What follows belongs to an exercise in optimizing a design on an open flow for a short achievable clock period and few clock cycles; a production flow would make more cautious choices. Power figures rest on the tool's default switching activity, not on a simulated workload.

==> inputs of run Z <==
==> flow/design.v <==
module proc (
   halt, imem_addr, dmem_addr, dmem_wdata, dmem_we,
   clk, rst, imem_rdata, dmem_rdata
   );
   input clk;
   input rst;
   output [15:0] imem_addr;
   input [15:0] imem_rdata;
   output [15:0] dmem_addr, dmem_wdata;
   output dmem_we;
   input [15:0] dmem_rdata;
   output halt;
   localparam BTB_IW = 5;               
   localparam BTB_N  = 1 << BTB_IW;
   localparam TAG_W  = 15 - BTB_IW;     
   reg [15:0] pc;
   reg        d_valid;
   reg [15:0] d_instr;
   reg [15:0] d_pc;
   reg        d_hit;         
   reg        d_ptaken;      
   reg        e_valid;
   reg        e_wr;
   reg [2:0]  e_dst;
   reg        e_load, e_store, e_halt;
   reg        e_bcond;       
   reg [1:0]  e_bop;         
   reg        e_ctl;         
   reg        e_ptaken;
   reg [15:0] e_pc, e_pc2, e_target;
   reg [15:0] e_a, e_b, e_s;
   reg        e_fa_m, e_fa_w, e_fb_m, e_fb_w, e_fs_m, e_fs_w;
   reg        e_r_add, e_r_sub, e_r_xor, e_r_andn, e_r_shift, e_r_btr,
              e_r_slbi, e_r_b, e_r_link, e_r_seq, e_r_slt, e_r_sle, e_r_sco;
   reg [1:0]  e_shop;        
   reg        m_wr, m_load, m_we, m_halt;
   reg [2:0]  m_dst;
   reg [15:0] m_result, m_sdata;
   reg        w_wr;
   reg [2:0]  w_dst;
   reg [15:0] w_data;
   reg [15:0] rf [0:7];
   reg              btb_v   [0:BTB_N-1];
   reg [TAG_W-1:0]  btb_tag [0:BTB_N-1];
   reg [15:0]       btb_tgt [0:BTB_N-1];
   reg [1:0]        btb_ctr [0:BTB_N-1];
   reg        u_en, u_taken;
   reg [15:0] u_pc, u_tgt;
   assign imem_addr = pc;
   wire [BTB_IW-1:0] f_idx = pc[BTB_IW:1];
   wire f_hit    = btb_v[f_idx] & (btb_tag[f_idx] == pc[15:BTB_IW+1]);
   wire f_ptaken = f_hit & btb_ctr[f_idx][1];
   wire [15:0] f_pc2 = pc + 16'd2;
   wire [15:0] f_next = f_ptaken ? btb_tgt[f_idx] : f_pc2;
   wire [4:0] op = d_instr[15:11];
   wire [2:0] rs = d_instr[10:8];
   wire [2:0] rt = d_instr[7:5];
   wire [2:0] rd = d_instr[4:2];
   wire i_halt  = (op == 5'b00000);
   wire i_j     = (op == 5'b00100);
   wire i_jr    = (op == 5'b00101);
   wire i_jal   = (op == 5'b00110);
   wire i_jalr  = (op == 5'b00111);
   wire i_alui  = (op[4:2] == 3'b010);           
   wire i_bcnd  = (op[4:2] == 3'b011);           
   wire i_st    = (op == 5'b10000);
   wire i_ld    = (op == 5'b10001);
   wire i_slbi  = (op == 5'b10010);
   wire i_stu   = (op == 5'b10011);
   wire i_shi   = (op[4:2] == 3'b101);           
   wire i_lbi   = (op == 5'b11000);
   wire i_btr   = (op == 5'b11001);
   wire i_shr   = (op == 5'b11010);
   wire i_alur  = (op == 5'b11011);
   wire i_cmp   = (op[4:2] == 3'b111);           
   wire [15:0] imm5s = {{11{d_instr[4]}}, d_instr[4:0]};
   wire [15:0] imm5z = {11'd0, d_instr[4:0]};
   wire [15:0] imm8s = {{8{d_instr[7]}}, d_instr[7:0]};
   wire [15:0] imm8z = {8'd0, d_instr[7:0]};
   wire [15:0] disps = {{5{d_instr[10]}}, d_instr[10:0]};
   wire use1 = ~(i_halt | (op == 5'b00001) | i_lbi | i_j | i_jal |
                 (op == 5'b00010) | (op == 5'b00011));
   wire use2 = i_alur | i_shr | i_cmp | i_st | i_stu;
   wire x_wr = i_alur | i_shr | i_cmp | i_btr | i_alui | i_shi | i_ld |
               i_stu | i_lbi | i_slbi | i_jal | i_jalr;
   wire [2:0] x_dst = (i_alur | i_shr | i_cmp | i_btr) ? rd :
                      (i_alui | i_shi | i_ld) ? rt :
                      (i_jal | i_jalr) ? 3'd7 : rs;
   wire [15:0] rf1 = (w_wr & (w_dst == rs)) ? w_data : rf[rs];
   wire [15:0] rf2 = (w_wr & (w_dst == rt)) ? w_data : rf[rt];
   wire hz1_e = e_valid & e_wr & (e_dst == rs);
   wire hz2_e = e_valid & e_wr & (e_dst == rt);
   wire hz1_m = m_wr & (m_dst == rs);
   wire hz2_m = m_wr & (m_dst == rt);
   wire ld_use = e_valid & e_load & ((use1 & hz1_e) | (use2 & hz2_e));
   wire jr_any = i_jr | i_jalr;
   wire jr_hz  = jr_any & (hz1_e | (hz1_m & m_load));
   wire d_stall = d_valid & (ld_use | jr_hz);
   wire [15:0] d_pc2 = d_pc + 16'd2;
   wire [15:0] br_tgt = d_pc2 + imm8s;
   wire [15:0] j_tgt  = d_pc2 + disps;
   wire [15:0] jr_a   = hz1_m ? m_result : rf1;
   wire [15:0] jr_tgt = jr_a + imm8s;
   wire bcnd_eff = i_bcnd & (d_instr[7:0] != 8'd0);
   wire jmp_eff  = (i_j | i_jal) & (d_instr[10:0] != 11'd0);
   wire [15:0] ctl_tgt = i_bcnd ? br_tgt : j_tgt;
   wire s_taken = jmp_eff | (bcnd_eff & d_instr[7]);
   wire d_redir_pred = d_valid & ~d_hit & s_taken;
   wire d_redir_jr   = d_valid & jr_any;
   wire d_redirect = d_redir_pred | d_redir_jr;
   wire [15:0] d_redir_pc = jr_any ? jr_tgt : ctl_tgt;
   wire x_ptaken = d_hit ? d_ptaken : s_taken;
   wire [15:0] w_fwd = w_data;
   wire [15:0] a = e_fa_m ? m_result : e_fa_w ? w_fwd : e_a;
   wire [15:0] b = e_fb_m ? m_result : e_fb_w ? w_fwd : e_b;
   wire [15:0] s = e_fs_m ? m_result : e_fs_w ? w_fwd : e_s;
   wire [16:0] sum  = {1'b0, a} + {1'b0, b};
   wire [15:0] diff = b - a;
   wire        seq  = (a == b);
   wire        slt  = ($signed(a) < $signed(b));
   wire [31:0] rl   = {a, a} << b[3:0];
   wire [31:0] rr   = {a, a} >> b[3:0];
   wire [15:0] sh_rol = rl[31:16];
   wire [15:0] sh_sll = a << b[3:0];
   wire [15:0] sh_ror = rr[15:0];
   wire [15:0] sh_srl = a >> b[3:0];
   wire [15:0] shv = (e_shop == 2'b00) ? sh_rol :
                     (e_shop == 2'b01) ? sh_sll :
                     (e_shop == 2'b10) ? sh_ror : sh_srl;
   wire [15:0] btr;
   genvar gi;
   generate for (gi = 0; gi < 16; gi = gi + 1) begin : g_btr
      assign btr[gi] = a[15 - gi];
   end endgenerate
   wire cbit = (e_r_seq & seq) | (e_r_slt & slt) | (e_r_sle & (slt | seq)) |
               (e_r_sco & sum[16]);
   wire [15:0] result =
        ({16{e_r_add}}   & sum[15:0]) |
        ({16{e_r_sub}}   & diff) |
        ({16{e_r_xor}}   & (a ^ b)) |
        ({16{e_r_andn}}  & (a & ~b)) |
        ({16{e_r_shift}} & shv) |
        ({16{e_r_btr}}   & btr) |
        ({16{e_r_slbi}}  & {a[7:0], e_b[7:0]}) |
        ({16{e_r_b}}     & e_b) |
        ({16{e_r_link}}  & e_pc2) |
        {15'd0, cbit};
   wire a_zero = (a == 16'd0);
   wire taken = (e_bop == 2'b00) ? a_zero :
                (e_bop == 2'b01) ? ~a_zero :
                (e_bop == 2'b10) ? a[15] : ~a[15];
   wire e_mispredict = e_valid & e_bcond & (taken ^ e_ptaken);
   wire [15:0] e_fix_pc = taken ? e_target : e_pc2;
   wire [15:0] pc_next = e_mispredict ? e_fix_pc :
                         d_stall ? pc :
                         d_redirect ? d_redir_pc : f_next;
   always @(posedge clk) begin
      if (rst) pc <= 16'd0;
      else pc <= pc_next;
   end
   always @(posedge clk) begin
      if (rst) begin
         d_valid <= 1'b0;
      end else if (e_mispredict) begin
         d_valid <= 1'b0;
      end else if (!d_stall) begin
         d_valid <= ~d_redirect;
      end
   end
   always @(posedge clk) begin
      if (!d_stall) begin
         d_instr  <= imem_rdata;
         d_pc     <= pc;
         d_hit    <= f_hit;
         d_ptaken <= f_ptaken;
      end
   end
   wire x_go = d_valid & ~d_stall & ~e_mispredict;
   always @(posedge clk) begin
      if (rst) e_valid <= 1'b0;
      else e_valid <= x_go;
   end
   always @(posedge clk) begin
      e_wr     <= x_go & x_wr;
      e_load   <= x_go & i_ld;
      e_store  <= x_go & (i_st | i_stu);
      e_halt   <= x_go & i_halt;
      e_bcond  <= x_go & bcnd_eff;
      e_ctl    <= x_go & (bcnd_eff | jmp_eff);
      e_dst    <= x_dst;
      e_bop    <= op[1:0];
      e_ptaken <= x_ptaken;
      e_pc     <= d_pc;
      e_pc2    <= d_pc2;
      e_target <= ctl_tgt;
      e_a      <= rf1;
      e_b      <= (i_alui & ~op[1]) ? imm5s :
                  i_alui ? imm5z :
                  (i_shi | i_st | i_ld | i_stu) ? imm5s :
                  i_lbi ? imm8s :
                  i_slbi ? imm8z : rf2;
      e_s      <= rf2;
      e_fa_m   <= hz1_e;
      e_fa_w   <= ~hz1_e & hz1_m;
      e_fb_m   <= use2 & ~i_st & ~i_stu & hz2_e;
      e_fb_w   <= use2 & ~i_st & ~i_stu & ~hz2_e & hz2_m;
      e_fs_m   <= hz2_e;
      e_fs_w   <= ~hz2_e & hz2_m;
      e_r_add  <= (i_alui & op[1:0] == 2'b00) | (i_alur & d_instr[1:0] == 2'b00) |
                  i_st | i_ld | i_stu;
      e_r_sub  <= (i_alui & op[1:0] == 2'b01) | (i_alur & d_instr[1:0] == 2'b01);
      e_r_xor  <= (i_alui & op[1:0] == 2'b10) | (i_alur & d_instr[1:0] == 2'b10);
      e_r_andn <= (i_alui & op[1:0] == 2'b11) | (i_alur & d_instr[1:0] == 2'b11);
      e_r_shift<= i_shi | i_shr;
      e_shop   <= i_shi ? op[1:0] : d_instr[1:0];
      e_r_btr  <= i_btr;
      e_r_slbi <= i_slbi;
      e_r_b    <= i_lbi;
      e_r_link <= i_jal | i_jalr;
      e_r_seq  <= (op == 5'b11100);
      e_r_slt  <= (op == 5'b11101);
      e_r_sle  <= (op == 5'b11110);
      e_r_sco  <= (op == 5'b11111);
   end
   always @(posedge clk) begin
      if (rst) begin
         m_wr   <= 1'b0;
         m_we   <= 1'b0;
         m_halt <= 1'b0;
         m_load <= 1'b0;
      end else begin
         m_wr   <= e_valid & e_wr;
         m_we   <= e_valid & e_store;
         m_halt <= e_valid & e_halt;
         m_load <= e_valid & e_load;
      end
   end
   always @(posedge clk) begin
      m_dst    <= e_dst;
      m_result <= result;
      m_sdata  <= s;
   end
   assign dmem_addr  = m_result;
   assign dmem_wdata = m_sdata;
   assign dmem_we    = m_we;
   assign halt       = m_halt;
   always @(posedge clk) begin
      if (rst) w_wr <= 1'b0;
      else w_wr <= m_wr;
   end
   always @(posedge clk) begin
      w_dst  <= m_dst;
      w_data <= m_load ? dmem_rdata : m_result;
   end
   integer k;
   always @(posedge clk) begin
      if (rst) begin
         for (k = 0; k < 8; k = k + 1) rf[k] <= 16'd0;
      end else if (w_wr) begin
         rf[w_dst] <= w_data;
      end
   end
   always @(posedge clk) begin
      if (rst) u_en <= 1'b0;
      else u_en <= e_valid & e_ctl;
      u_taken <= e_bcond ? taken : 1'b1;
      u_pc    <= e_pc;
      u_tgt   <= e_target;
   end
   wire [BTB_IW-1:0] u_idx = u_pc[BTB_IW:1];
   wire u_match = btb_v[u_idx] & (btb_tag[u_idx] == u_pc[15:BTB_IW+1]);
   wire [1:0] u_ctr = btb_ctr[u_idx];
   integer j;
   always @(posedge clk) begin
      if (rst) begin
         for (j = 0; j < BTB_N; j = j + 1) btb_v[j] <= 1'b0;
      end else if (u_en) begin
         if (u_taken) begin
            btb_v[u_idx]   <= 1'b1;
            btb_tag[u_idx] <= u_pc[15:BTB_IW+1];
            btb_tgt[u_idx] <= u_tgt;
            btb_ctr[u_idx] <= u_match ? (u_ctr == 2'b11 ? 2'b11 : u_ctr + 2'b01) : 2'b11;
         end else if (u_match) begin
            btb_ctr[u_idx] <= (u_ctr == 2'b00) ? 2'b00 : u_ctr - 2'b01;
         end
      end
   end
endmodule
==> flow/flow/run.sh <==
#!/bin/bash
# The standard layout, with repair_timing aiming for a larger setup margin
# (the clock period and the constraints are unchanged).
sed 's/SETUP_SLACK_MARGIN=[0-9.]*/SETUP_SLACK_MARGIN=7/' standard.sh > standard_margin.sh
bash standard_margin.sh > standard.log 2>&1
==> flow/standard.sh <==
#!/bin/bash
# synth_recipe.tcl (not shown) runs the flow's synth.tcl, then flattens the netlist and writes it again
# the make line also repeats each setting of config.mk as NAME=value (left out here)
make -C /OpenROAD-flow-scripts/flow DESIGN_CONFIG=/design/flow/config.mk WORK_HOME=/design/flow/orfs CLKGATE_MAP_FILE= SYNTH_SCRIPT=/design/flow/synth_recipe.tcl "${@:-finish}"
==> flow/config.mk <==
export PLATFORM = sky130hd
export DESIGN_NAME = proc
export DESIGN_NICKNAME = proc
export VERILOG_FILES = /design/flow/design.v
export SDC_FILE = /design/flow/constraint.sdc
export NUM_CORES = 4
export LEC_CHECK = 0
export ABC_CLOCK_PERIOD_IN_PS = 2500
export CAP_MARGIN = 20
export CORE_MARGIN = 2
export CORE_UTILIZATION = 40
export SETUP_SLACK_MARGIN = 5
export SLEW_MARGIN = 20
==> flow/constraint.sdc <==
create_clock -name core_clock -period 10.0 [get_ports {clk}]
set_input_delay 2.0000 -clock core_clock [delete_from_list [all_inputs] [get_ports {clk}]]
set_output_delay 2.0000 -clock core_clock [all_outputs]
set_load 0.01 [all_outputs]
==> run F: changes against run Z <==
==> flow/run.sh (new file) <==
#!/bin/bash
# synth_recipe.tcl (not shown) runs the flow's synth.tcl, then flattens the netlist and writes it again
# the make line also repeats each setting of config.mk as NAME=value (left out here)
make -C /OpenROAD-flow-scripts/flow DESIGN_CONFIG=/design/flow/config.mk WORK_HOME=/design/flow/orfs CLKGATE_MAP_FILE= SYNTH_SCRIPT=/design/flow/synth_recipe.tcl finish
removed: flow/flow/run.sh
removed: flow/standard.sh
==> notes.md <==
Sequential cell count is the same in run Z and run F. In synthesized cell count, run Z and run F do not differ. Of run Z and run F, run F has the higher clock skew (gap 3.3 ps). In die area, run Z and run F do not differ. Clock power is about the same in run Z and run F. In run F the sequential share of layout area is higher than in run Z, by 4.6 points. Between run F and run Z, the lower worst setup slack is in run F (gap 730 ps). First-iteration DRC count: run Z is higher than run F (about 1.7%). Register-to-register slack: run F is worse than run Z (730 ps). Of run F and run Z, run Z has the higher fmax (gap about 15%, measured against run Z). Of run F and run Z, run F has the higher worst hold slack (gap 0.62 ps).
No functional check of the RTL was part of any run of this note.

afterwards: timing with drivers on the ports:
The results above use ideal ports. As a check the final layouts listed here were re-extracted and re-timed, cells and wires unchanged.
Step 1: set_driving_cell puts a clkbuf_16 on clk and a buf_2 on each other input, an assumption about the parent block.
Step 2 adds t to the input delays and takes it off the output delays; t is the mean of the earliest and latest rising clock arrival at the registers after step 1. Input paths then give back, and output paths get back, about the clock's delay inside the block.
Three values: ideal, step 1, step 2; two values: the first two.
| run | shift t [ns] | slack for setup (ns) | clock arrival spread, ns |
|---|---|---|---|
| run Z | 0.848 | 6.008 / 6.008 / 6.008 | 0.051 / 0.050 |
| run F | 0.831 | 5.283 / 5.283 / 4.973 | 0.061 / 0.061 |
After both steps every run listed still meets setup and hold. For run F, which loses most, drivers alone change the setup slack by 0.000 ns; drivers and shift together by -0.310 ns.
